This design comes from an exercise in tuning for small area on the open sky130 flow, not from production work.
RTL that was checked went through simulation tests only; none was proved equivalent to the original.
The RTL of runs 2 to 4 was laid out without a check of its function.
No activity file was given, so power comes from the tool's default toggle rates.

[flow/flow/cts_args.txt]
-sink_clustering_enable -repair_clock_nets -dont_use_dummy_load -sink_clustering_size 15 -sink_clustering_max_diameter 60 -buf_list sky130_fd_sc_hd__clkbuf_8
[flow/flow/run.sh]
#!/bin/bash
# The standard layout with these changes:
#  - synthesis maps with an area-oriented ABC script (flow/abc_area.script,
#    ABC's &nf mapper) in place of ORFS's, and skips the generic ABC pass
#    inside Yosys's synth (SYNTH_ARGS=-noabc) so that the adders written as
#    full and half adders map to those cells without extra inverters;
#    everything else is the standard synthesis, so the registers are
#    the same;
#  - floorplanning removes synthesis buffers instead of upsizing gates for
#    timing before placement (REMOVE_ABC_BUFFERS=1);
#  - the ports are buffered with the smallest buffer, buf_1;
#  - clock tree synthesis uses the arguments in flow/cts_args.txt (no dummy
#    loads, smaller clusters of a smaller buffer);
#  - before pin placement, flow/pins.tcl keeps each lane's ports together on
#    one stretch of the die edge, so that each lane sits next to its ports.
# Each step's full output goes to a log file in this folder.
set -o pipefail
here=$(pwd)
rm -rf scripts_nf
cp -r "$FLOW_HOME/scripts" scripts_nf
cp flow/abc_area.script scripts_nf/abc_area.script
SCRIPTS_DIR=$here/scripts_nf SYNTH_ARGS=-noabc bash standard.sh synth > synth.log 2>&1 || exit 1
rm -rf scripts_nf
export REMOVE_ABC_BUFFERS=1
# more rounds of antenna repair after detailed routing (the default 5 can
# leave a few violations)
export MAX_REPAIR_ANTENNAS_ITER_DRT=15
export BUFFER_PORTS_ARGS="-buffer_cell sky130_fd_sc_hd__buf_1"
if [ -f flow/cts_args.txt ]; then export CTS_ARGS="$(cat flow/cts_args.txt)"; fi
export PRE_IO_PLACEMENT_TCL=$here/flow/pins.tcl
bash standard.sh > layout.log 2>&1
[flow/standard.sh]
#!/bin/bash
# synth_recipe.tcl (not shown) runs the flow's synth.tcl, then flattens the netlist and writes it again
# the make line also repeats each setting of config.mk as NAME=value (left out here)
make -C /OpenROAD-flow-scripts/flow DESIGN_CONFIG=/design/flow/config.mk WORK_HOME=/design/flow/orfs CLKGATE_MAP_FILE= SYNTH_SCRIPT=/design/flow/synth_recipe.tcl "${@:-finish}"
[flow/design.v]
module cacc_lane(
  input         clk,
  input  [21:0] data,
  input  [33:0] op,
  input         mask,
  input         rv,
  input         f0,      
  input         f1,
  input         f2,
  input  [4:0]  ts,      
  input  [4:0]  tsn,     
  input  [29:0] smask,   
  output reg    ns,      
  output [33:0] res      
);
  genvar i;
  wire [33:0] b = op & {34{rv}};
  wire [10:0] sa;
  wire [11:0] ca;
  assign ca[0] = 1'b0;
  generate for (i = 0; i < 11; i = i + 1) begin : g_a
    assign sa[i] = data[i] ^ b[i] ^ ca[i];
    assign ca[i+1] = (data[i] & b[i]) | (ca[i] & (data[i] ^ b[i]));
  end endgenerate
  wire [10:0] sb;
  wire [11:0] cb;
  assign cb[0] = 1'b0;
  generate for (i = 0; i < 11; i = i + 1) begin : g_b
    assign sb[i] = data[11+i] ^ b[11+i] ^ cb[i];
    assign cb[i+1] = (data[11+i] & b[11+i]) | (cb[i] & (data[11+i] ^ b[11+i]));
  end endgenerate
  wire [12:0] u = {b[33], b[33:22]};
  wire [12:0] sc;
  wire [13:0] zc;    
  assign zc[0] = 1'b1;
  generate for (i = 0; i < 13; i = i + 1) begin : g_c
    assign sc[i] = u[i] ^ (data[21] & zc[i]);
    assign zc[i+1] = zc[i] & ~u[i];
  end endgenerate
  reg [10:0] r_sa, r_sb;
  reg        r_ca, r_cb, r_m;
  reg [12:0] r_sc;
  always @(posedge clk) begin
    r_sa <= sa; r_ca <= ca[11];
    r_sb <= sb; r_cb <= cb[11];
    r_sc <= sc; r_m <= mask;
  end
  wire [10:0] mb;
  wire [11:0] cm;
  assign cm[0] = r_ca;
  generate for (i = 0; i < 11; i = i + 1) begin : g_mb
    assign mb[i] = r_sb[i] ^ cm[i];
    assign cm[i+1] = r_sb[i] & cm[i];
  end endgenerate
  wire [12:0] mc;
  wire [13:0] cu;
  assign cu[0] = r_cb | cm[11];
  generate for (i = 0; i < 13; i = i + 1) begin : g_mc
    assign mc[i] = r_sc[i] ^ cu[i];
    assign cu[i+1] = r_sc[i] & cu[i];
  end endgenerate
  wire [34:0] sum = {mc, mb, r_sa};
  wire        sign = sum[34];
  wire        ovf = sum[34] ^ sum[33];
  wire        ones = &sum[31:1];
  wire        nf0 = ovf | (sign ^ sum[32]) | (sign ^ sum[31]);
  wire        nf1 = ovf | (sign ^ sum[32]) | (~sign & ones & sum[0]);
  wire        nf2 = ~sign & (ovf | (ones & sum[32]));
  wire        ns1 = r_m & (f0 & nf0 | f1 & nf1 | f2 & nf2);
  wire        ovr = ovf | ns1;
  wire        k1 = r_m & ~ovr;
  wire        k2 = r_m & ovr;
  wire [33:0] pat;
  assign pat[33] = sign;
  assign pat[32] = (ns1 & (f0 | f1)) ? sign : ~sign;
  assign pat[31] = (ns1 & f0) ? sign : ~sign;
  assign pat[30:2] = {29{~sign}};
  assign pat[1] = ~sign & ~(ns1 & f2);
  assign pat[0] = ~sign & ~(ns1 & (f1 | f2));
  wire [33:0] s1 = (sum[33:0] & {34{k1}}) | (pat & {34{k2}});
  wire        sp1 = ~sign | (|(sum[29:0] & smask));
  reg  [33:0] sn;    
  reg         sp;
  always @(posedge clk) begin
    sn <= ~s1;
    ns <= ns1;
    sp <= sp1;
  end
  wire [33:0] s = ~sn;
  wire        sg = s[33];
  wire [34:0] l0 = {sn, 1'b1};
  wire [34:0] l1, l2, l3, l4, l5;
  generate for (i = 0; i < 35; i = i + 1) begin : g_sh
    assign l1[i] = ~(((i + 1  < 35 ? l0[(i + 1)  % 35] : ~sg) | tsn[0]) & (l0[i] | ts[0]));
    assign l2[i] = ~(((i + 2  < 35 ? l1[(i + 2)  % 35] :  sg) | tsn[1]) & (l1[i] | ts[1]));
    assign l3[i] = ~(((i + 4  < 35 ? l2[(i + 4)  % 35] : ~sg) | tsn[2]) & (l2[i] | ts[2]));
    assign l4[i] = ~(((i + 8  < 35 ? l3[(i + 8)  % 35] :  sg) | tsn[3]) & (l3[i] | ts[3]));
    assign l5[i] = ~(((i + 16 < 35 ? l4[(i + 16) % 35] : ~sg) | tsn[4]) & (l4[i] | ts[4]));
  end endgenerate
  wire [34:0] z = l5;
  wire        guide = z[0];
  wire        point5 = guide & sp;
  wire [31:0] sft = z[32:1];
  wire [32:0] ci;
  wire [31:0] fin;
  assign ci[0] = point5;
  generate for (i = 0; i < 32; i = i + 1) begin : g_inc
    assign fin[i] = sft[i] ^ ci[i];
    if (i == 15)
      assign ci[i+1] = point5 & (&sft[15:0]);
    else
      assign ci[i+1] = sft[i] & ci[i];
  end endgenerate
  reg  [33:0] r3;
  always @(posedge clk) r3 <= {s[33:32], fin};
  assign res = r3;
endmodule
module cacc_popcount32(input [31:0] x, output [5:0] y);
  wire t1, t2, t3, t4, t5, t6, t7, t8, t9, t10, t11, t12, t13, t14, t15, t16, t17, t18, t19, t20, t21, t22, t23, t24, t25, t26, t27, t28, t29, t30, t31, t32, t33, t34, t35, t36, t37, t38, t39, t40, t41, t42, t43, t44, t45, t46, t47, t48, t49, t50, t51, t52, t53, t54, t55, t56, t57, t58, t59, t60, t61, t62;
  assign t1 = x[0] ^ x[1] ^ x[2];
  assign t2 = (x[0] & x[1]) | (x[2] & (x[0] ^ x[1]));
  assign t3 = x[3] ^ x[4] ^ x[5];
  assign t4 = (x[3] & x[4]) | (x[5] & (x[3] ^ x[4]));
  assign t5 = x[6] ^ x[7] ^ x[8];
  assign t6 = (x[6] & x[7]) | (x[8] & (x[6] ^ x[7]));
  assign t7 = x[9] ^ x[10] ^ x[11];
  assign t8 = (x[9] & x[10]) | (x[11] & (x[9] ^ x[10]));
  assign t9 = x[12] ^ x[13] ^ x[14];
  assign t10 = (x[12] & x[13]) | (x[14] & (x[12] ^ x[13]));
  assign t11 = x[15] ^ x[16] ^ x[17];
  assign t12 = (x[15] & x[16]) | (x[17] & (x[15] ^ x[16]));
  assign t13 = x[18] ^ x[19] ^ x[20];
  assign t14 = (x[18] & x[19]) | (x[20] & (x[18] ^ x[19]));
  assign t15 = x[21] ^ x[22] ^ x[23];
  assign t16 = (x[21] & x[22]) | (x[23] & (x[21] ^ x[22]));
  assign t17 = x[24] ^ x[25] ^ x[26];
  assign t18 = (x[24] & x[25]) | (x[26] & (x[24] ^ x[25]));
  assign t19 = x[27] ^ x[28] ^ x[29];
  assign t20 = (x[27] & x[28]) | (x[29] & (x[27] ^ x[28]));
  assign t21 = x[30] ^ x[31] ^ t1;
  assign t22 = (x[30] & x[31]) | (t1 & (x[30] ^ x[31]));
  assign t23 = t3 ^ t5 ^ t7;
  assign t24 = (t3 & t5) | (t7 & (t3 ^ t5));
  assign t25 = t9 ^ t11 ^ t13;
  assign t26 = (t9 & t11) | (t13 & (t9 ^ t11));
  assign t27 = t15 ^ t17 ^ t19;
  assign t28 = (t15 & t17) | (t19 & (t15 ^ t17));
  assign t29 = t21 ^ t23 ^ t25;
  assign t30 = (t21 & t23) | (t25 & (t21 ^ t23));
  assign t31 = t27 ^ t29;
  assign t32 = t27 & t29;
  assign y[0] = t31;
  assign t33 = t2 ^ t4 ^ t6;
  assign t34 = (t2 & t4) | (t6 & (t2 ^ t4));
  assign t35 = t8 ^ t10 ^ t12;
  assign t36 = (t8 & t10) | (t12 & (t8 ^ t10));
  assign t37 = t14 ^ t16 ^ t18;
  assign t38 = (t14 & t16) | (t18 & (t14 ^ t16));
  assign t39 = t20 ^ t22 ^ t24;
  assign t40 = (t20 & t22) | (t24 & (t20 ^ t22));
  assign t41 = t26 ^ t28 ^ t30;
  assign t42 = (t26 & t28) | (t30 & (t26 ^ t28));
  assign t43 = t32 ^ t33 ^ t35;
  assign t44 = (t32 & t33) | (t35 & (t32 ^ t33));
  assign t45 = t37 ^ t39 ^ t41;
  assign t46 = (t37 & t39) | (t41 & (t37 ^ t39));
  assign t47 = t43 ^ t45;
  assign t48 = t43 & t45;
  assign y[1] = t47;
  assign t49 = t34 ^ t36 ^ t38;
  assign t50 = (t34 & t36) | (t38 & (t34 ^ t36));
  assign t51 = t40 ^ t42 ^ t44;
  assign t52 = (t40 & t42) | (t44 & (t40 ^ t42));
  assign t53 = t46 ^ t48 ^ t49;
  assign t54 = (t46 & t48) | (t49 & (t46 ^ t48));
  assign t55 = t51 ^ t53;
  assign t56 = t51 & t53;
  assign y[2] = t55;
  assign t57 = t50 ^ t52 ^ t54;
  assign t58 = (t50 & t52) | (t54 & (t50 ^ t52));
  assign t59 = t56 ^ t57;
  assign t60 = t56 & t57;
  assign y[3] = t59;
  assign t61 = t58 ^ t60;
  assign t62 = t58 & t60;
  assign y[4] = t61;
  assign y[5] = t62;
endmodule
module NV_soDLA_CACC_calculator_gate(
  input           io_nvdla_core_clk,
  input           io_nvdla_core_rstn,
  input  [1087:0] io_abuf_rd_data,
  output          io_abuf_wr_addr_valid,
  output [5:0]    io_abuf_wr_addr_bits,
  output [1087:0] io_abuf_wr_data,
  output          io_dlv_valid,
  output          io_dlv_mask,
  output [1023:0] io_dlv_data,
  output [1:0]    io_dlv_pd,
  input           io_accu_ctrl_valid,
  input  [12:0]   io_accu_ctrl_pd,
  input           io_accu_ctrl_ram_valid,
  input  [4:0]    io_cfg_truncate,
  input  [21:0]   io_mac_a2accu_data_0,
  input  [21:0]   io_mac_a2accu_data_1,
  input  [21:0]   io_mac_a2accu_data_2,
  input  [21:0]   io_mac_a2accu_data_3,
  input  [21:0]   io_mac_a2accu_data_4,
  input  [21:0]   io_mac_a2accu_data_5,
  input  [21:0]   io_mac_a2accu_data_6,
  input  [21:0]   io_mac_a2accu_data_7,
  input  [21:0]   io_mac_a2accu_data_8,
  input  [21:0]   io_mac_a2accu_data_9,
  input  [21:0]   io_mac_a2accu_data_10,
  input  [21:0]   io_mac_a2accu_data_11,
  input  [21:0]   io_mac_a2accu_data_12,
  input  [21:0]   io_mac_a2accu_data_13,
  input  [21:0]   io_mac_a2accu_data_14,
  input  [21:0]   io_mac_a2accu_data_15,
  input  [15:0]   io_mac_a2accu_mask,
  input           io_mac_a2accu_pvld,
  input  [21:0]   io_mac_b2accu_data_0,
  input  [21:0]   io_mac_b2accu_data_1,
  input  [21:0]   io_mac_b2accu_data_2,
  input  [21:0]   io_mac_b2accu_data_3,
  input  [21:0]   io_mac_b2accu_data_4,
  input  [21:0]   io_mac_b2accu_data_5,
  input  [21:0]   io_mac_b2accu_data_6,
  input  [21:0]   io_mac_b2accu_data_7,
  input  [21:0]   io_mac_b2accu_data_8,
  input  [21:0]   io_mac_b2accu_data_9,
  input  [21:0]   io_mac_b2accu_data_10,
  input  [21:0]   io_mac_b2accu_data_11,
  input  [21:0]   io_mac_b2accu_data_12,
  input  [21:0]   io_mac_b2accu_data_13,
  input  [21:0]   io_mac_b2accu_data_14,
  input  [21:0]   io_mac_b2accu_data_15,
  input  [15:0]   io_mac_b2accu_mask,
  input           io_mac_b2accu_pvld,
  output [31:0]   io_dp2reg_sat_count
);
  wire clk = io_nvdla_core_clk;
  wire rst = ~io_nvdla_core_rstn;
  reg  [5:0] pd_addr;
  reg        pd_stripe, pd_chend, pd_layer;
  always @(posedge clk) begin
    if (rst) begin
      pd_addr <= 6'h0; pd_stripe <= 1'b0; pd_chend <= 1'b0; pd_layer <= 1'b0;
    end else if (io_accu_ctrl_valid) begin
      pd_addr <= io_accu_ctrl_pd[5:0];
      pd_stripe <= io_accu_ctrl_pd[9];
      pd_chend <= io_accu_ctrl_pd[10];
      pd_layer <= io_accu_ctrl_pd[11];
    end
  end
  reg pv1, pv2, calc_valid;
  always @(posedge clk) begin
    pv1 <= io_mac_a2accu_pvld | io_mac_b2accu_pvld;
    pv2 <= pv1;
    calc_valid <= pv2;
  end
  reg wr1, wr2, wr3, dl1, dl2, dl3;
  always @(posedge clk) begin
    if (rst) begin
      wr1 <= 1'b0; wr2 <= 1'b0; wr3 <= 1'b0; dl1 <= 1'b0; dl2 <= 1'b0; dl3 <= 1'b0;
    end else begin
      wr1 <= calc_valid & ~pd_chend; wr2 <= wr1; wr3 <= wr2;
      dl1 <= calc_valid & pd_chend; dl2 <= dl1; dl3 <= dl2;
    end
  end
  reg [5:0] addr1, addr2, addr3;
  reg [1:0] pe1, pe2, pe3;
  always @(posedge clk) begin
    addr1 <= pd_addr; addr2 <= addr1;
    pe1 <= {pd_layer, pd_stripe}; pe2 <= pe1;
    if (rst) begin
      addr3 <= 6'h0; pe3 <= 2'h0;
    end else begin
      if (wr2) addr3 <= addr2;
      if (dl2) pe3 <= pe2;
    end
  end
  assign io_abuf_wr_addr_valid = wr3;
  assign io_abuf_wr_addr_bits = addr3;
  assign io_dlv_valid = dl3;
  assign io_dlv_mask = dl3;
  assign io_dlv_pd = pe3;
  wire [4:0] t1 = dl1 ? io_cfg_truncate : 5'h0;
  reg  [4:0] ts, tsn;
  always @(posedge clk) begin
    ts <= t1;
    tsn <= ~t1;
  end
  wire [4:0] t = ts;
  wire f0 = dl1 & (io_cfg_truncate == 5'd0);
  wire f1 = dl1 & (io_cfg_truncate == 5'd1);
  wire f2 = dl1 & (io_cfg_truncate == 5'd2);
  wire [29:0] smask;
  genvar j;
  generate
    for (j = 0; j < 30; j = j + 1) begin : g_sm
      assign smask[j] = ({1'b0, io_cfg_truncate} >= j + 2) && ({1'b0, io_cfg_truncate} <= j + 16);
    end
  endgenerate
  wire [351:0] adata = {io_mac_a2accu_data_15, io_mac_a2accu_data_14, io_mac_a2accu_data_13, io_mac_a2accu_data_12, io_mac_a2accu_data_11, io_mac_a2accu_data_10, io_mac_a2accu_data_9, io_mac_a2accu_data_8, io_mac_a2accu_data_7, io_mac_a2accu_data_6, io_mac_a2accu_data_5, io_mac_a2accu_data_4, io_mac_a2accu_data_3, io_mac_a2accu_data_2, io_mac_a2accu_data_1, io_mac_a2accu_data_0};
  wire [351:0] bdata = {io_mac_b2accu_data_15, io_mac_b2accu_data_14, io_mac_b2accu_data_13, io_mac_b2accu_data_12, io_mac_b2accu_data_11, io_mac_b2accu_data_10, io_mac_b2accu_data_9, io_mac_b2accu_data_8, io_mac_b2accu_data_7, io_mac_b2accu_data_6, io_mac_b2accu_data_5, io_mac_b2accu_data_4, io_mac_b2accu_data_3, io_mac_b2accu_data_2, io_mac_b2accu_data_1, io_mac_b2accu_data_0};
  wire [703:0] ldata = {bdata, adata};
  wire [31:0]  lmask = {io_mac_b2accu_mask, io_mac_a2accu_mask};
  wire [31:0]  lns;
  genvar k;
  generate
    for (k = 0; k < 32; k = k + 1) begin : g_lane
      wire [33:0] res;
      cacc_lane u (
        .clk(clk), .data(ldata[22*k +: 22]), .op(io_abuf_rd_data[34*k +: 34]),
        .mask(lmask[k]), .rv(io_accu_ctrl_ram_valid), .ts(ts), .tsn(tsn), .smask(smask),
        .f0(f0), .f1(f1), .f2(f2), .ns(lns[k]), .res(res));
      assign io_abuf_wr_data[34*k +: 34] = res;
      assign io_dlv_data[32*k +: 32] = res[31:0];
    end
  endgenerate
  wire [5:0] n2;
  cacc_popcount32 u_pc (.x(lns), .y(n2));
  reg  [5:0] n3;
  always @(posedge clk) n3 <= n2;
  reg end_d1, clr3;
  reg [31:0] sat_count;
  wire end_now = &pe2;
  wire [32:0] sc_c;
  wire [31:0] sc_s;
  assign sc_c[0] = 1'b0;
  genvar m;
  generate for (m = 0; m < 32; m = m + 1) begin : g_cnt
    if (m < 6) begin
      assign sc_s[m] = sat_count[m] ^ n3[m] ^ sc_c[m];
      assign sc_c[m+1] = (sat_count[m] & n3[m]) | (sc_c[m] & (sat_count[m] ^ n3[m]));
    end else begin
      assign sc_s[m] = sat_count[m] ^ sc_c[m];
      assign sc_c[m+1] = sat_count[m] & sc_c[m];
    end
  end endgenerate
  always @(posedge clk) begin
    if (rst) begin
      end_d1 <= 1'b1; clr3 <= 1'b0; sat_count <= 32'h0;
    end else begin
      if (dl2) end_d1 <= end_now;
      clr3 <= dl2 & ~end_now & end_d1;
      sat_count <= clr3 ? {26'h0, n3} : sc_s | {32{sc_c[32]}};
    end
  end
  assign io_dp2reg_sat_count = sat_count;
endmodule
[flow/flow/pins.tcl]
# Pin plan: each lane's ports sit together on one stretch of the die edge,
# in bit order (operand, data, partial result, final result for bit 0, then
# bit 1, ...), so that each lane is laid out next to its own ports.
# Lanes 0..9 on the bottom edge, 10..15 on the right, 16..25 on the top,
# 26..31 on the left; the remaining ports go where place_pins puts them.
proc cacc_lane_pins {k} {
  if {$k < 16} {
    set d io_mac_a2accu_data_$k
    set m "io_mac_a2accu_mask\[$k\]"
  } else {
    set d io_mac_b2accu_data_[expr {$k - 16}]
    set m "io_mac_b2accu_mask\[[expr {$k - 16}]\]"
  }
  set pins [list $m]
  for {set i 0} {$i < 34} {incr i} {
    lappend pins "io_abuf_rd_data\[[expr {34 * $k + $i}]\]"
    if {$i < 22} { lappend pins "$d\[$i\]" }
    lappend pins "io_abuf_wr_data\[[expr {34 * $k + $i}]\]"
    if {$i < 32} { lappend pins "io_dlv_data\[[expr {32 * $k + $i}]\]" }
  }
  return $pins
}
set cacc_block [ord::get_db_block]
set cacc_dbu [$cacc_block getDbUnitsPerMicron]
set cacc_die [$cacc_block getDieArea]
set cacc_w [expr {double([$cacc_die dx]) / $cacc_dbu}]
set cacc_h [expr {double([$cacc_die dy]) / $cacc_dbu}]
# lanes per edge, in the order bottom, right, top, left
set cacc_edges {bottom 10 right 6 top 10 left 6}
set cacc_k 0
foreach {edge n} $cacc_edges {
  set len [expr {$edge eq "bottom" || $edge eq "top" ? $cacc_w : $cacc_h}]
  # leave room at the corners and, on the left and right edges, in the middle
  set margin 20.0
  set span [expr {($len - 2 * $margin) / $n}]
  for {set j 0} {$j < $n} {incr j} {
    set a [expr {$margin + $j * $span + 1.0}]
    set b [expr {$margin + ($j + 1) * $span - 1.0}]
    set_io_pin_constraint -pin_names [cacc_lane_pins $cacc_k] -region $edge:$a-$b
    set_io_pin_constraint -pin_names [cacc_lane_pins $cacc_k] -group -order
    incr cacc_k
  }
}
[flow/constraint.sdc]
create_clock -name core_clock -period 10.0 [get_ports {io_nvdla_core_clk}]
set_input_delay 2.0000 -clock core_clock [delete_from_list [all_inputs] [get_ports {io_nvdla_core_clk}]]
set_output_delay 2.0000 -clock core_clock [all_outputs]
set_load 0.01 [all_outputs]
[flow/flow/abc_area.script]
strash
&get -n
&syn2
&dch -f
&nf -R 1000 -p -k
&put
[flow/config.mk]
export PLATFORM = sky130hd
export DESIGN_NAME = NV_soDLA_CACC_calculator_gate
export DESIGN_NICKNAME = NV_soDLA_CACC_calculator_gate
export VERILOG_FILES = /design/flow/design.v
export SDC_FILE = /design/flow/constraint.sdc
export NUM_CORES = 8
export LEC_CHECK = 0
export ABC_AREA = 1
export CAP_MARGIN = 20
export CORE_AREA = 4 4 1196 1196
export DIE_AREA = 0 0 1200 1200
export PLACE_DENSITY = 0.45
export SLEW_MARGIN = 20
==> results of run 1 <==
critical path: cells and delay by family, from the launching register on:
kind | cells | cell delay (ns)
AO/OA/AOI/OAI | 1 | 0.47
adder cells (fa/ha/maj) | 32 | 7.76
flip-flops | 1 | 0.35
path summary, 6_finish.rpt:
check	end	slack (ns)	depth (start not counted)	startpoint
worst max-delay path	sat_count[5]$_SDFF_PN0_	1.25	33	sat_count[0]$_SDFF_PN0_
worst min-delay path	g_lane[7].u.r3[32]$_DFF_P_	0.21	1	g_lane[7].u.sn[32]$_DFF_P_
worst max register to register	sat_count[5]$_SDFF_PN0_	1.25	33	sat_count[0]$_SDFF_PN0_
worst min register to register	g_lane[7].u.r3[32]$_DFF_P_	0.21	1	g_lane[7].u.sn[32]$_DFF_P_
Yosys cell counts (38+ instances only):
master / n / share of area
fa_1: 671 / 0.074
o311ai_0: 38 / 0.0018
a221oi_1: 42 / 0.0020
o211ai_1: 49 / 0.0020
o21ai_0: 845 / 0.023
nor4_1: 71 / 0.0025
or2_0: 65 / 0.0022
a21boi_0: 65 / 0.0027
a22oi_1: 116 / 0.0048
a21oi_1: 1219 / 0.034
nand2b_1: 219 / 0.0076
buf_4: 1025 / 0.042
or3_1: 87 / 0.0030
xnor2_1: 202 / 0.0098
nor3_1: 118 / 0.0033
nor2b_1: 57 / 0.0020
o32ai_1: 258 / 0.012
dfxtp_1: 3548 / 0.39
clkinv_1: 134 / 0.0028
a21o_1: 98 / 0.0041
and2_0: 749 / 0.026
nand2_1: 575 / 0.012
xor2_1: 91 / 0.0044
o22ai_1: 4103 / 0.14
a222oi_1: 177 / 0.0098
ha_1: 1825 / 0.13
and3_1: 68 / 0.0023
nand3_1: 247 / 0.0068
nand4_1: 408 / 0.014
nor2_1: 785 / 0.016
cell families (layout without fill, tap and decap cells):
logic type	count (synthesis)	in the layout	synth area share
buf+inv	1159	4980	0.0452
simple gates	3562	3562	0.103
flops	3548	3548	0.392
compound gates	7164	7164	0.245
fa+ha+maj	2496	2496	0.200
mux	4	4	0.000221
xor+xnor	293	293	0.0142
other cells	0	199	0
state kept, by name (all words and copies together) (netlist names), 2 cells and up:
register	cells
g_lane.u.r3	1088
g_lane.u.sn	1088
g_lane.u.r_sc	416
g_lane.u.r_sa	352
g_lane.u.r_sb	352
g_lane.u.ns	32
g_lane.u.r_ca	32
g_lane.u.r_cb	32
g_lane.u.r_m	32
g_lane.u.sp	32
sat_count	32
addr1	6
addr2	6
addr3	6
n3	6
pd_addr	6
ts	5
tsn	5
pe1	2
pe2	2
pe3	2
layer usage:
| layer | wire, µm | GRT usage | up-vias | part of all wire |
|---|---|---|---|---|
| met5 | 176 | 0 | - | 0.00020 |
| li1 | - | - | 78200 | - |
| met4 | 44600 | 0.0503 | 26 | 0.050 |
| met2 | 417000 | 0.192 | 8569 | 0.47 |
| met1 | 348000 | 0.139 | 81800 | 0.39 |
| met3 | 74700 | 0.0276 | 1644 | 0.084 |
through the flow:
step	hold WS (ns)	std cells	power, µW
detailed placement	0.312	40500	28200
finish	0.215	41100	36800
floorplan	0.310	17200	23400
global route	0.214	41000	38800
CTS	0.195	40900	37200
global placement	0.310	40500	28400
cell type report:
type / count / area share
repair buffers: 4449 / 0.0865
flip-flops and latches: 3548 / 0.319
diodes: 199 / 0.00223
inverters: 134 / 0.00226
well taps: 18900 / 0.106
clock buffers: 397 / 0.0245
multi-input cells: 13500 / 0.460
power groups by stage:
| stage | registers, µW | clock network [µW] | logic [µW] |
|---|---|---|---|
| CTS | 17700 | 9210 | 10300 |
| detailed placement | 18000 | 0 | 10200 |
| global placement | 18000 | 0 | 10400 |
| global route | 17900 | 9660 | 11300 |
| finish | 17600 | 8760 | 10400 |
| floorplan | 18300 | 0 | 5070 |
==> results.toml, run 1 <==
[run_status]
status = "finished clean"

[synthesis]
synth_edf_count = 0
async_reset_ff_frac = 0
ys_seq_elements = 3548
synth_ff_type = "dfxtp_1"
avgSynthCellArea_um2 = 9.94
ys_seq_area_frac = 0.392
synth.distinct_cells = 47
ys_warn_count = 2
syn_area_um2 = 181000
synth_cells = 18200

[power]
p_leak_uw = 0.0823
combPwrFrac = 0.283
p_clk_frac = 0.238
ir_drop_uv = 122
intPower_uw = 23300
p_switching_uw = 13500
p_per_area_nw_per_um2 = 165
p_sw_frac = 0.366
p_seq_frac = 0.479

[clock_tree]
cts_buffer_depth = 5
postCtsSetupRepairBufs = 0
hold_buffers = 0
cts_resized = 0
cts.clk_slew.worst_paths_ns = 0.09
htree_levels = 5
cts.sinks = 3548
clkLatencyLatePin_ns = 1.32
cts_buffers = 397
cts_tree = "yes"
root_buffer = "clkbuf_8"

[sta]
fin_crit_ns = 8.75
timing.fmax_mhz = 114
worst_slack_ns = 1.25
skew_ns = 0.293
finalSetupViolCount = 0
fin_crit_sh = 0.875
hold_viol_final = 0
rsz0062_at_grt = "no"
fin_setup_tns_ns = 0
worst_pin_slew_ns = 1.38
relSlewSlack = 0.0775
slew_violations = 0

[placed_design]
gp_congestion = 0.871
pre_cts_slack_ns = 1.26
numPortBuffers = 3998
placed_cell_area_um2 = 217000
hpwlAfterDp_mm = 719

[global_route]
grt_usage = 0.114
antenna_found_initial = 120
grt_max_degree = 177
overflow = 0
grt_pass1_vias = 160000
grt_pass1_wl_mm = 1190

[finish]
fin_util = 0.157
layout_commonest_cell = "o22ai_1"
regArea_um2 = 71100
nFillCells = 161000
area_growth_pct = 23.0
design_area_um2 = 223000
nets = 26400
drive_gt1_frac = 0.0435
mostFrequentLayoutCells = "o22ai_1 (4103), buf_1 (3989), dfxtp_1 (3537)"
multi_input_area_um2 = 103000

[floorplanning]
die-area_um2 = 1440000
pin_count = 4003
core_area_um2 = 1420000
chipWidth_mm = 1.20
row_count = 437
initial_core_util = 0.128
die_h_mm = 1.20

[routing]
ant_nets = 0
drc_errors = 0
avgRoutedWirePerCell_um = 21.5
drt_pass1_iterations = 7
finalWirelength_mm = 885
num_vias = 170000
routed_via_density = 4.14
drtIter0Drc = 18000

[critical_path]
cp_max_fo = 31
crit_arrival_ns = 9.93
endpoint_kind = "register"
max_stage_delay_ns = 0.68
crit_top_cell = "ha_1"
path_class = "reg2reg"
crit_required_ns = 11.18
crit_path_top_delay_cell = "fa_1"
startpoint_type = "register"

[flow_run]
max_cap_viol_count = 0

[worst_hold_path]
hp-class = "reg2reg"
==> run 2, diff against run 1 <==
--- a/flow/design.v
+++ b/flow/design.v
@@ -115,77 +115,6 @@
   always @(posedge clk) r3 <= {s[33:32], fin};
   assign res = r3;
 endmodule
-module cacc_popcount32(input [31:0] x, output [5:0] y);
-  wire t1, t2, t3, t4, t5, t6, t7, t8, t9, t10, t11, t12, t13, t14, t15, t16, t17, t18, t19, t20, t21, t22, t23, t24, t25, t26, t27, t28, t29, t30, t31, t32, t33, t34, t35, t36, t37, t38, t39, t40, t41, t42, t43, t44, t45, t46, t47, t48, t49, t50, t51, t52, t53, t54, t55, t56, t57, t58, t59, t60, t61, t62;
-  assign t1 = x[0] ^ x[1] ^ x[2];
-  assign t2 = (x[0] & x[1]) | (x[2] & (x[0] ^ x[1]));
-  assign t3 = x[3] ^ x[4] ^ x[5];
-  assign t4 = (x[3] & x[4]) | (x[5] & (x[3] ^ x[4]));
-  assign t5 = x[6] ^ x[7] ^ x[8];
-  assign t6 = (x[6] & x[7]) | (x[8] & (x[6] ^ x[7]));
-  assign t7 = x[9] ^ x[10] ^ x[11];
-  assign t8 = (x[9] & x[10]) | (x[11] & (x[9] ^ x[10]));
-  assign t9 = x[12] ^ x[13] ^ x[14];
-  assign t10 = (x[12] & x[13]) | (x[14] & (x[12] ^ x[13]));
-  assign t11 = x[15] ^ x[16] ^ x[17];
-  assign t12 = (x[15] & x[16]) | (x[17] & (x[15] ^ x[16]));
-  assign t13 = x[18] ^ x[19] ^ x[20];
-  assign t14 = (x[18] & x[19]) | (x[20] & (x[18] ^ x[19]));
-  assign t15 = x[21] ^ x[22] ^ x[23];
-  assign t16 = (x[21] & x[22]) | (x[23] & (x[21] ^ x[22]));
-  assign t17 = x[24] ^ x[25] ^ x[26];
-  assign t18 = (x[24] & x[25]) | (x[26] & (x[24] ^ x[25]));
-  assign t19 = x[27] ^ x[28] ^ x[29];
-  assign t20 = (x[27] & x[28]) | (x[29] & (x[27] ^ x[28]));
-  assign t21 = x[30] ^ x[31] ^ t1;
-  assign t22 = (x[30] & x[31]) | (t1 & (x[30] ^ x[31]));
-  assign t23 = t3 ^ t5 ^ t7;
-  assign t24 = (t3 & t5) | (t7 & (t3 ^ t5));
-  assign t25 = t9 ^ t11 ^ t13;
-  assign t26 = (t9 & t11) | (t13 & (t9 ^ t11));
-  assign t27 = t15 ^ t17 ^ t19;
-  assign t28 = (t15 & t17) | (t19 & (t15 ^ t17));
-  assign t29 = t21 ^ t23 ^ t25;
-  assign t30 = (t21 & t23) | (t25 & (t21 ^ t23));
-  assign t31 = t27 ^ t29;
-  assign t32 = t27 & t29;
-  assign y[0] = t31;
-  assign t33 = t2 ^ t4 ^ t6;
-  assign t34 = (t2 & t4) | (t6 & (t2 ^ t4));
-  assign t35 = t8 ^ t10 ^ t12;
-  assign t36 = (t8 & t10) | (t12 & (t8 ^ t10));
-  assign t37 = t14 ^ t16 ^ t18;
-  assign t38 = (t14 & t16) | (t18 & (t14 ^ t16));
-  assign t39 = t20 ^ t22 ^ t24;
-  assign t40 = (t20 & t22) | (t24 & (t20 ^ t22));
-  assign t41 = t26 ^ t28 ^ t30;
-  assign t42 = (t26 & t28) | (t30 & (t26 ^ t28));
-  assign t43 = t32 ^ t33 ^ t35;
-  assign t44 = (t32 & t33) | (t35 & (t32 ^ t33));
-  assign t45 = t37 ^ t39 ^ t41;
-  assign t46 = (t37 & t39) | (t41 & (t37 ^ t39));
-  assign t47 = t43 ^ t45;
-  assign t48 = t43 & t45;
-  assign y[1] = t47;
-  assign t49 = t34 ^ t36 ^ t38;
-  assign t50 = (t34 & t36) | (t38 & (t34 ^ t36));
-  assign t51 = t40 ^ t42 ^ t44;
-  assign t52 = (t40 & t42) | (t44 & (t40 ^ t42));
-  assign t53 = t46 ^ t48 ^ t49;
-  assign t54 = (t46 & t48) | (t49 & (t46 ^ t48));
-  assign t55 = t51 ^ t53;
-  assign t56 = t51 & t53;
-  assign y[2] = t55;
-  assign t57 = t50 ^ t52 ^ t54;
-  assign t58 = (t50 & t52) | (t54 & (t50 ^ t52));
-  assign t59 = t56 ^ t57;
-  assign t60 = t56 & t57;
-  assign y[3] = t59;
-  assign t61 = t58 ^ t60;
-  assign t62 = t58 & t60;
-  assign y[4] = t61;
-  assign y[5] = t62;
-endmodule
 module NV_soDLA_CACC_calculator_gate(
   input           io_nvdla_core_clk,
   input           io_nvdla_core_rstn,
@@ -319,8 +248,7 @@
       assign io_dlv_data[32*k +: 32] = res[31:0];
     end
   endgenerate
-  wire [5:0] n2;
-  cacc_popcount32 u_pc (.x(lns), .y(n2));
+  wire [5:0] n2 = $countones(lns);
   reg  [5:0] n3;
   always @(posedge clk) n3 <= n2;
   reg end_d1, clr3;
==> results.toml, run 2 <==
[global_route]
grt_max_degree = 151
grt_pass1_vias = 159000
overflow = 0
grt_usage = 0.113
antenna_found_initial = 124
grt_pass1_wl_mm = 1180

[run_status]
status = "finished clean"

[critical_path]
endpoint_kind = "register"
startpoint_type = "register"
crit_family = "adder cells"
max_stage_delay_ns = 0.91
crit_required_ns = 10.88
crit_start = "g_lane[23].u.r_ca$_DFF_P_"
crit_path_top_delay_cell = "o211a_1"
crit_arrival_ns = 9.32
crit_top_cell = "ha_1"
cp_max_fo = 31
rr_startpoint = "g_lane[23].u.r_ca$_DFF_P_"
path_class = "reg2reg"
crit_buf_inv = 0

[clock_tree]
cts.clk_slew.worst_paths_ns = 0.08
clkLatencyLatePin_ns = 1.28
postCtsSetupRepairBufs = 0
cts_resized = 0
cts_buffer_depth = 5
cts_buffers = 387
root_buffer = "clkbuf_8"
hold_buffers = 0
cts.sinks = 3548
cts_tree = "yes"
htree_levels = 5

[finish]
design_area_um2 = 223000
regArea_um2 = 71100
multi_input_area_um2 = 103000
mostFrequentLayoutCells = "o22ai_1 (4096), buf_1 (3996), dfxtp_1 (3533)"
nets = 26400
fin_cells = 41100
drive_gt1_frac = 0.0413
top_regs = "g_lane.u.r3 x1088, g_lane.u.sn x1088, g_lane.u.r_sc x416"
nFillCells = 161000
layout_commonest_cell = "o22ai_1"
area_growth_pct = 22.8

[placed_design]
gp_congestion = 0.872
dp_cells = 40500
numPortBuffers = 3998
hpwlAfterDp_mm = 701
placed_cell_area_um2 = 217000

[floorplanning]
initial_core_util = 0.128
core_area_um2 = 1420000
die-area_um2 = 1440000
chipWidth_mm = 1.20
die_h_mm = 1.20
row_count = 437
pin_count = 4003

[flow_run]
max_cap_viol_count = 0

[sta]
finalSetupViolCount = 0
worst_pin_slew_ns = 1.40
hold_viol_final = 0
slew_violations = 0
fin_setup_tns_ns = 0
timing.fmax_mhz = 118
fin_crit_sh = 0.845
relSlewSlack = 0.0667
fin_crit_ns = 8.45
skew_ns = 0.236
rsz0062_at_grt = "no"

[worst_hold_path]
hp-class = "reg2reg"
holdCritStartpoint = "pv1$_DFF_P_"

[synthesis]
synth_ff_type = "dfxtp_1"
synth_top_area_share = 0.392
syn_area_um2 = 181000
synth_common_cells = "o22ai_1 (4096), dfxtp_1 (3548), ha_1 (1827)"
synth_edf_count = 0
synthTopCellsByArea = "dfxtp_1 (39%), o22ai_1 (14%), ha_1 (13%)"
ys_warn_count = 2
async_reset_ff_frac = 0
ys_seq_elements = 3548
synth.distinct_cells = 50
synth_cells = 18200
avgSynthCellArea_um2 = 9.94
yosysTopAreaCell = "dfxtp_1"
ys_seq_area_frac = 0.392
yosysMostFrequentCell = "o22ai_1"

[routing]
drtIter0Drc = 18600
avgRoutedWirePerCell_um = 21.4
num_vias = 170000
ant_nets = 0
drc_errors = 0
finalWirelength_mm = 879
drt_pass1_iterations = 10
routed_via_density = 4.15

[power]
ir_drop_uv = 129
p_per_area_nw_per_um2 = 165
power_uw = 36700
p_leak_uw = 0.0821
run 2: changes by cell type in the layout (fill, tap and decap cells not counted), moves of 6 or more:
cell,before,now
a21oi_1,1214,1223
a221oi_1,42,49
a22oi_1,116,94
buf_1,3989,3996
buf_12,66,72
buf_4,390,343
clkbuf_8,397,387
diode_2,199,172
nand3_1,245,235
nand4_1,408,419
nor2_1,767,760
nor4_1,71,65
o21ai_0,842,866
o22ai_1,4103,4096
run 2: final cells by class:
cell class              count  share of cell area
repair buffers           4415              0.0857
clock buffers             387              0.0239
multi-input cells       13500               0.461
inverters                 136             0.00229
well taps               18900               0.106
flip-flops and latches   3548               0.319
diodes                    172             0.00193
run 2: cell families (layout without fill, tap and decap cells):
group / after synthesis / count (layout) / share of synthesized area
AOI/OAI and AO/OA: 7191 / 7191 / 0.246
xor gates and xnor gates: 298 / 298 / 0.0144
adders and majority gates: 2496 / 2496 / 0.200
and+or+nand+nor: 3542 / 3542 / 0.102
buffers and inverters: 1161 / 4938 / 0.0453
DFF: 3548 / 3548 / 0.392
other: 0 / 172 / 0
muxes: 3 / 3 / 0.000166
run 2: stage by stage:
step                utilization  hold WS, ns  setup slack (ns)
global placement          0.153        0.310              1.73
floorplan                     -        0.310            -20.75
CTS                       0.157        0.329              1.58
detailed placement        0.153        0.312              1.74
global route              0.157        0.328              1.13
finish                    0.157        0.324              1.55
run 2: layer usage:
metal | global-route usage | vias up | part of all wire
li1 | - | 78200 | -
met1 | 0.140 | 81500 | 0.40
met2 | 0.184 | 9093 | 0.46
met3 | 0.0295 | 1551 | 0.087
met4 | 0.0530 | 4 | 0.049
met5 | 0 | - | 0.00014
run 2: final timing paths:
check                                     to  slack (ns)  cells after the start
setup reg to reg  g_lane[23].u.sn[0]$_DFF_P_        1.55                     31
hold reg to reg                  pv2$_DFF_P_        0.32                      0
hold / removal                   pv2$_DFF_P_        0.32                      0
setup / recovery  g_lane[23].u.sn[0]$_DFF_P_        1.55                     31
run 2: power by group:
| part | switching [µW] | internal [µW] |
|---|---|---|
| Combinational | 6790 | 3650 |
| Sequential | 1460 | 16200 |
| Clock | 5210 | 3410 |
==> run 3, diff against run 2 <==
--- a/flow/design.v
+++ b/flow/design.v
@@ -78,13 +78,10 @@
   assign pat[1] = ~sign & ~(ns1 & f2);
   assign pat[0] = ~sign & ~(ns1 & (f1 | f2));
   wire [33:0] s1 = (sum[33:0] & {34{k1}}) | (pat & {34{k2}});
-  wire        sp1 = ~sign | (|(sum[29:0] & smask));
   reg  [33:0] sn;    
-  reg         sp;
   always @(posedge clk) begin
     sn <= ~s1;
     ns <= ns1;
-    sp <= sp1;
   end
   wire [33:0] s = ~sn;
   wire        sg = s[33];
@@ -99,7 +96,8 @@
   end endgenerate
   wire [34:0] z = l5;
   wire        guide = z[0];
-  wire        point5 = guide & sp;
+  wire        sticky = |(s[29:0] & smask);
+  wire        point5 = guide & (~sg | sticky);
   wire [31:0] sft = z[32:1];
   wire [32:0] ci;
   wire [31:0] fin;
@@ -228,7 +226,7 @@
   genvar j;
   generate
     for (j = 0; j < 30; j = j + 1) begin : g_sm
-      assign smask[j] = ({1'b0, io_cfg_truncate} >= j + 2) && ({1'b0, io_cfg_truncate} <= j + 16);
+      assign smask[j] = ({1'b0, t} >= j + 2) && ({1'b0, t} <= j + 16);
     end
   endgenerate
   wire [351:0] adata = {io_mac_a2accu_data_15, io_mac_a2accu_data_14, io_mac_a2accu_data_13, io_mac_a2accu_data_12, io_mac_a2accu_data_11, io_mac_a2accu_data_10, io_mac_a2accu_data_9, io_mac_a2accu_data_8, io_mac_a2accu_data_7, io_mac_a2accu_data_6, io_mac_a2accu_data_5, io_mac_a2accu_data_4, io_mac_a2accu_data_3, io_mac_a2accu_data_2, io_mac_a2accu_data_1, io_mac_a2accu_data_0};
==> flow/flow/run.sh (replaced) <==
#!/bin/bash
# The standard layout with these changes:
#  - synthesis maps with an area-oriented ABC script (flow/abc_area.script,
#    ABC's &nf mapper) in place of ORFS's; everything else in synthesis is
#    the standard synthesis, so the registers are the same;
#  - the ports are buffered with the smallest buffer, buf_1;
#  - clock tree synthesis uses the arguments in flow/cts_args.txt (no dummy
#    loads, smaller clusters of a smaller buffer).
# Each step's full output goes to a log file in this folder.
set -o pipefail
here=$(pwd)
rm -rf scripts_nf
cp -r "$FLOW_HOME/scripts" scripts_nf
cp flow/abc_area.script scripts_nf/abc_area.script
SCRIPTS_DIR=$here/scripts_nf bash standard.sh synth > synth.log 2>&1 || exit 1
rm -rf scripts_nf
export BUFFER_PORTS_ARGS="-buffer_cell sky130_fd_sc_hd__buf_1"
if [ -f flow/cts_args.txt ]; then export CTS_ARGS="$(cat flow/cts_args.txt)"; fi
bash standard.sh > layout.log 2>&1
--- a/flow/config.mk
+++ b/flow/config.mk
@@ -7,7 +7,7 @@
 export LEC_CHECK = 0
 export ABC_AREA = 1
 export CAP_MARGIN = 20
-export CORE_AREA = 4 4 1196 1196
-export DIE_AREA = 0 0 1200 1200
-export PLACE_DENSITY = 0.45
+export CORE_AREA = 4 4 1146 1146
+export DIE_AREA = 0 0 1150 1150
+export PLACE_DENSITY = 0.5
 export SLEW_MARGIN = 20
removed: flow/flow/pins.tcl
==> results.toml, run 3 <==
[run_status]
status = "complete, but fails checks"
failed_checks = "antenna violations"

[synthesis]
synth-compound-area-share = 0.247
synth-adder-area-share = 0.198
synthMuxAreaShare = 0.000439
ys_warn_count = 2
synth_top_family_by_area = "compound AO/OA/AOI/OAI gates"
avgSynthCellArea_um2 = 9.67
post_synth_xor_area_fraction = 0.0159
ys_seq_area_frac = 0.386
async_reset_ff_frac = 0
synth_cells = 18900
syn_area_um2 = 183000
synth_common_cells = "o22ai_1 (4571), dfxtp_1 (3516), ha_1 (1825)"
synth.distinct_cells = 52
synth_top_area_share = 0.386
yosysTopAreaCell = "dfxtp_1"
synthTopCellsByArea = "dfxtp_1 (39%), o22ai_1 (16%), ha_1 (13%)"
yosysMostFrequentCell = "o22ai_1"
synth_edf_count = 0
synth_ff_type = "dfxtp_1"
synth-simple-area-share = 0.0965
ys_seq_elements = 3516

[finish]
area_growth_pct = 30.0
mostFrequentLayoutCells = "o22ai_1 (4571), buf_1 (3771), dfxtp_1 (3503)"
layout_commonest_cell = "o22ai_1"
top_regs = "g_lane.u.r3 x1088, g_lane.u.sn x1088, g_lane.u.r_sc x416"
nets = 27000
fin_util = 0.182
drive_gt1_frac = 0.0899

[global_route]
grt_usage = 0.270
grt_pass1_wl_mm = 2240
grt_max_degree = 190
antenna_found_initial = 966
overflow = 0
grt_pass1_vias = 176000

[critical_path]
crit_path_top_delay_cell = "and3_1"
rr_startpoint = "g_lane[8].u.r_ca$_DFF_P_"
startpoint_type = "register"
path_class = "reg2reg"
max_stage_delay_ns = 0.95
cp_max_fo = 31
crit_arrival_ns = 8.95
crit_top_cell = "ha_1"
endpoint_kind = "register"
crit_start = "g_lane[8].u.r_ca$_DFF_P_"
crit_required_ns = 11.02

[routing]
finalWirelength_mm = 1880
drc_errors = 0
ant_nets = 3
avgRoutedWirePerCell_um = 45.1
routed_via_density = 4.72
drt_pass1_iterations = 7
num_vias = 197000
drtIter0Drc = 29000

[sta]
relSlewSlack = 0.0582
fin_crit_sh = 0.793
fin_crit_ns = 7.93
slew_violations = 0
worst_pin_slew_ns = 1.42
rsz0062_at_grt = "no"
hold_viol_final = 0
fin_setup_tns_ns = 0
timing.fmax_mhz = 126
finalSetupViolCount = 0
skew_ns = 0.256

[clock_tree]
root_buffer = "clkbuf_8"
htree_levels = 5
cts_tree = "yes"
cts.clk_slew.worst_paths_ns = 0.10
cts_buffers = 446
cts.sinks = 3516
cts_buffer_depth = 5
postCtsSetupRepairBufs = 0
hold_buffers = 0
clkLatencyLatePin_ns = 1.37
cts_resized = 0

[floorplanning]
chipWidth_mm = 1.15
die_h_mm = 1.15
initial_core_util = 0.140
pin_count = 4003
core_area_um2 = 1300000
die-area_um2 = 1320000
row_count = 419

[power]
ir_drop_uv = 157
power_uw = 45300
p_per_area_nw_per_um2 = 191
p_leak_uw = 0.0815

[flow_run]
max_cap_viol_count = 0

[placed_design]
hpwlAfterDp_mm = 1630
gp_congestion = 1.31
numPortBuffers = 3998

[worst_hold_path]
hp-class = "reg2reg"
holdCritStartpoint = "g_lane[0].u.r_sa[8]$_DFF_P_"
-- run 3: cell count changes in the layout (fill, tap and decap cells not counted), moves of 179 or more --
cell / delta
diode_2: +1565
ha_1: -887
ha_4: +803
clkinv_1: +550
o22ai_1: +475
buf_1: -225
nand2_1: +221
a222oi_1: -179
-- run 3: kinds of logic (layout without fill, tap and decap cells) --
group	Yosys count	count (layout)
AO/OA/AOI/OAI	7350	7350
flip-flops	3516	3516
AND/OR/NAND/NOR	3467	3467
adder cells (fa/ha/maj)	2495	2495
buffers and inverters	1711	5497
XOR/XNOR	331	331
multiplexers	8	8
other	0	1737
-- run 3: final cells by class --
type | count | area, µm²
diodes | 1737 | 4350
multi-input cells | 13700 | 113000
repair buffers | 4365 | 19300
fillers | 147000 | 1060000
flip-flops and latches | 3516 | 70400
inverters | 686 | 2570
well taps | 17300 | 21600
clock buffers | 446 | 6140
-- run 3: worst paths after layout --
path                          endpoint  slack (ns)  cells after the start
min          g_lane[0].u.sn[8]$_DFF_P_        0.25                      1
max          g_lane[8].u.sn[0]$_DFF_P_        2.07                     32
max reg2reg  g_lane[8].u.sn[0]$_DFF_P_        2.07                     32
min reg2reg  g_lane[0].u.sn[8]$_DFF_P_        0.25                      1
-- run 3: where the power goes --
group,internal (µW),total (µW),switching [µW]
clock,3900,9590,5690
combinational,4090,15900,11800
sequential,16300,19800,3530
-- run 3: critical path, delay by kind of cell (launching register included) --
| family | cells | cell delay, ns |
|---|---|---|
| DFF | 1 | 0.31 |
| and+or+nand+nor | 6 | 2.35 |
| AOI/OAI and AO/OA | 5 | 0.95 |
| adders and majority gates | 21 | 4.17 |
-- run 3: routing by layer --
layer	vias up	global-route usage	part of all wire	wire, µm
met4	276	0.247	0.11	200000
met1	96500	0.287	0.35	661000
li1	81300	-	-	-
met3	4140	0.157	0.14	267000
met2	14600	0.373	0.40	749000
met5	-	0.00201	0.0013	2450
-- run 3: stage by stage --
step	hold WS (ns)	instance area, µm²	setup WS [ns]	instances
CTS	0.159	233000	1.86	39900
global route	0.211	236000	1.60	41100
finish	0.246	237000	2.07	41700
detailed placement	0.312	227000	1.86	39500
floorplan	0.310	193000	-3.90	18900
global placement	0.312	227000	1.94	39500
==> run 4, diff against run 3 <==
==> flow/flow/cts_args.txt (replaced) <==
-sink_clustering_enable -repair_clock_nets -dont_use_dummy_load -sink_clustering_size 20 -sink_clustering_max_diameter 60 -buf_list sky130_fd_sc_hd__clkbuf_16
==> results.toml, run 4 <==
[sta]
hold_viol_final = 0
fin_crit_sh = 0.796
worst_pin_slew_ns = 1.33
skew_ns = 0.250
relSlewSlack = 0.116
worst_slack_ns = 2.04
slew_violations = 0
fin_crit_ns = 7.96
timing.fmax_mhz = 126
finalSetupViolCount = 0
rsz0062_at_grt = "no"

[synthesis]
synth.distinct_cells = 52
synth_edf_count = 0
syn_area_um2 = 183000
ys_seq_elements = 3516
synth_common_cells = "o22ai_1 (4571), dfxtp_1 (3516), ha_1 (1825)"
synth_cells = 18900
synth_ff_type = "dfxtp_1"
ys_warn_count = 2
synthTopCellsByArea = "dfxtp_1 (39%), o22ai_1 (16%), ha_1 (13%)"
yosysTopAreaCell = "dfxtp_1"
avgSynthCellArea_um2 = 9.67
synth_top_area_share = 0.386
ys_seq_area_frac = 0.386
yosysMostFrequentCell = "o22ai_1"
async_reset_ff_frac = 0

[routing]
finalWirelength_mm = 1870
drtIter0Drc = 28700
avgRoutedWirePerCell_um = 44.9
drt_pass1_iterations = 12
drc_errors = 0
routed_via_density = 4.74
num_vias = 198000
ant_nets = 6

[floorplanning]
row_count = 419
die-area_um2 = 1320000
die_h_mm = 1.15
initial_core_util = 0.140
core_area_um2 = 1300000
pin_count = 4003
chipWidth_mm = 1.15

[critical_path]
rr_startpoint = "g_lane[8].u.r_ca$_DFF_P_"
crit_top_cell = "ha_1"
startpoint_type = "register"
regToRegSetupSlack_ns = 2.04
cp_max_fo = 31
reg2reg_depth = 32
path_class = "reg2reg"
r2r_end = "g_lane[8].u.sn[0]$_DFF_P_"
crit_path_top_delay_cell = "and3_1"
endpoint_kind = "register"
crit_start = "g_lane[8].u.r_ca$_DFF_P_"
max_stage_delay_ns = 0.94
critPathCapture = "g_lane[8].u.sn[0]$_DFF_P_"
crit_required_ns = 10.81
crit_arrival_ns = 8.77

[finish]
drive_gt1_frac = 0.0889
design_area_um2 = 242000
top_regs = "g_lane.u.r3 x1088, g_lane.u.sn x1088, g_lane.u.r_sc x416"
layout_commonest_cell = "o22ai_1"
nets = 27000
mostFrequentLayoutCells = "o22ai_1 (4571), buf_1 (3777), dfxtp_1 (3504)"
fin_util = 0.186
regArea_um2 = 70400
nFillCells = 147000
multi_input_area_um2 = 113000
area_growth_pct = 32.6

[clock_tree]
clkLatencyLatePin_ns = 1.18
hold_buffers = 0
cts_tree = "yes"
cts_buffers = 429
cts.clk_slew.worst_paths_ns = 0.07
root_buffer = "clkbuf_16"
htree_levels = 5
cts_buffer_depth = 5
cts.sinks = 3516
postCtsSetupRepairBufs = 0
cts_resized = 0

[placed_design]
hpwlAfterDp_mm = 1630
pre_cts_slack_ns = 1.86
gp_congestion = 1.31
numPortBuffers = 3998
placed_cell_area_um2 = 227000

[power]
p_per_area_nw_per_um2 = 204
p_leak_uw = 0.0836
ir_drop_uv = 160

[worst_hold_path]
hp-class = "reg2reg"

[run_status]
failed_checks = "antenna violations"
status = "complete, but fails checks"

[global_route]
antenna_found_initial = 955
grt_max_degree = 190
overflow = 0
grt_pass1_wl_mm = 2240
grt_usage = 0.269
grt_pass1_vias = 176000

[flow_run]
max_cap_viol_count = 0
run 4: cell types whose count changed in the layout (fill, tap and decap cells not counted), sizes merged:
cell,change
clkbuf,-23
diode,+69
buf,+6
run 4: final cells by class:
cell class | count | share of cell area
Multi-Input combinational cell | 13700 | 0.466
Sequential cell | 3516 | 0.291
Tap cell | 17300 | 0.0892
Timing Repair Buffer | 4365 | 0.0798
Clock buffer | 429 | 0.0444
Antenna cell | 1806 | 0.0187
Inverter | 686 | 0.0106
run 4: where the power goes:
| group | internal, µW | switching, µW | total [µW] |
|---|---|---|---|
| Clock | 7400 | 6200 | 13600 |
| Combinational | 4090 | 11800 | 15900 |
| Sequential | 16300 | 3520 | 19800 |
| Total | 27800 | 21600 | 49400 |
run 4: layer usage:
layer	routed length, µm	track usage
met5	2730	0.00516
met4	202000	0.251
met3	270000	0.161
met2	746000	0.370
met1	654000	0.283
run 4: logic make-up (layout without fill, tap and decap cells):
| kind of cell | Yosys count | after routing | synth area share |
|---|---|---|---|
| multiplexers | 8 | 8 | 0.000439 |
| adder cells (fa/ha/maj) | 2495 | 2495 | 0.198 |
| buffers and inverters | 1711 | 5480 | 0.0563 |
| flip-flops | 3516 | 3516 | 0.386 |
| XOR/XNOR | 331 | 331 | 0.0159 |
| AND/OR/NAND/NOR | 3467 | 3467 | 0.0965 |
| other | 0 | 1806 | 0 |
| AO/OA/AOI/OAI | 7350 | 7350 | 0.247 |
run 4: how the worst min path moves through the flow:
| stage | slack (ns) | endpoint | cells past startpoint | start |
|---|---|---|---|---|
| after floorplan | 0.31 | addr2[0]$_DFF_P_ | 0 | addr1[0]$_DFF_P_ |
| after global placement | 0.31 | pv2$_DFF_P_ | 0 | pv1$_DFF_P_ |
| after detailed placement | 0.31 | calc_valid$_DFF_P_ | 0 | pv2$_DFF_P_ |
| after CTS | 0.30 | g_lane[15].u.r3[32]$_DFF_P_ | 1 | g_lane[15].u.sn[32]$_DFF_P_ |
| after global routing | 0.32 | g_lane[15].u.r3[32]$_DFF_P_ | 1 | g_lane[15].u.sn[32]$_DFF_P_ |
| final | 0.31 | addr1[4]$_DFF_P_ | 0 | pd_addr[4]$_SDFFE_PN0P_ |
run 4: per-stage QoR:
stage	hold slack, ns	setup TNS [ns]	instances	total power [µW]
6_report	0.314	0	41700	49400
5_1_grt	0.320	0	41100	50600
4_1_cts	0.303	0	39900	49000
3_5_place_dp	0.312	0	39500	35300
3_3_place_gp	0.312	0	39500	35400
2_1_floorplan	0.310	-2468.63	18900	25000
run 4: critical path: cells and delay by family, from the launching register on:
family                   cells  cell delay, ns
AO/OA/AOI/OAI                5            0.95
adder cells (fa/ha/maj)     21            4.17
AND/OR/NAND/NOR              6            2.31
flip-flops                   1            0.31

what the ideal ports hide:
The flow's constraints put no driver on any port. The routed layouts listed below were extracted and timed again, unchanged, in two steps. Step 1: set_driving_cell puts a clkbuf_16 on io_nvdla_core_clk and a buf_2 on each other input, an assumption about the parent block. Step 2 adds t to the input delays and takes it off the output delays; t is the mean of the earliest and latest rising clock arrival at the registers after step 1. Input paths then give back, and output paths get back, about the clock's delay inside the block. Three values: ideal ports, drivers, drivers and shift; two values: the first two.
run | shift t [ns] | setup slack, ns | hold WS [ns] | worst setup path after step 2 | cell pins on the clock port's net
run 1 | 1.290 | 1.252 / 1.252 / 1.252 | 0.215 / 0.215 / 0.215 | register to register | 1
run 2 | 1.297 | 1.555 / 1.555 / 1.555 | 0.324 / 0.324 / 0.324 | register to register | 1
run 3 | 1.376 | 2.072 / 2.072 / 1.929 | 0.246 / 0.246 / 0.246 | input to register | 1
run 4 | 1.222 | 2.044 / 2.044 / 1.974 | 0.314 / 0.314 / 0.314 | input to register | 1
For run 3, which loses most, drivers alone change the setup slack by 0.000 ns; drivers and shift together by -0.143 ns.
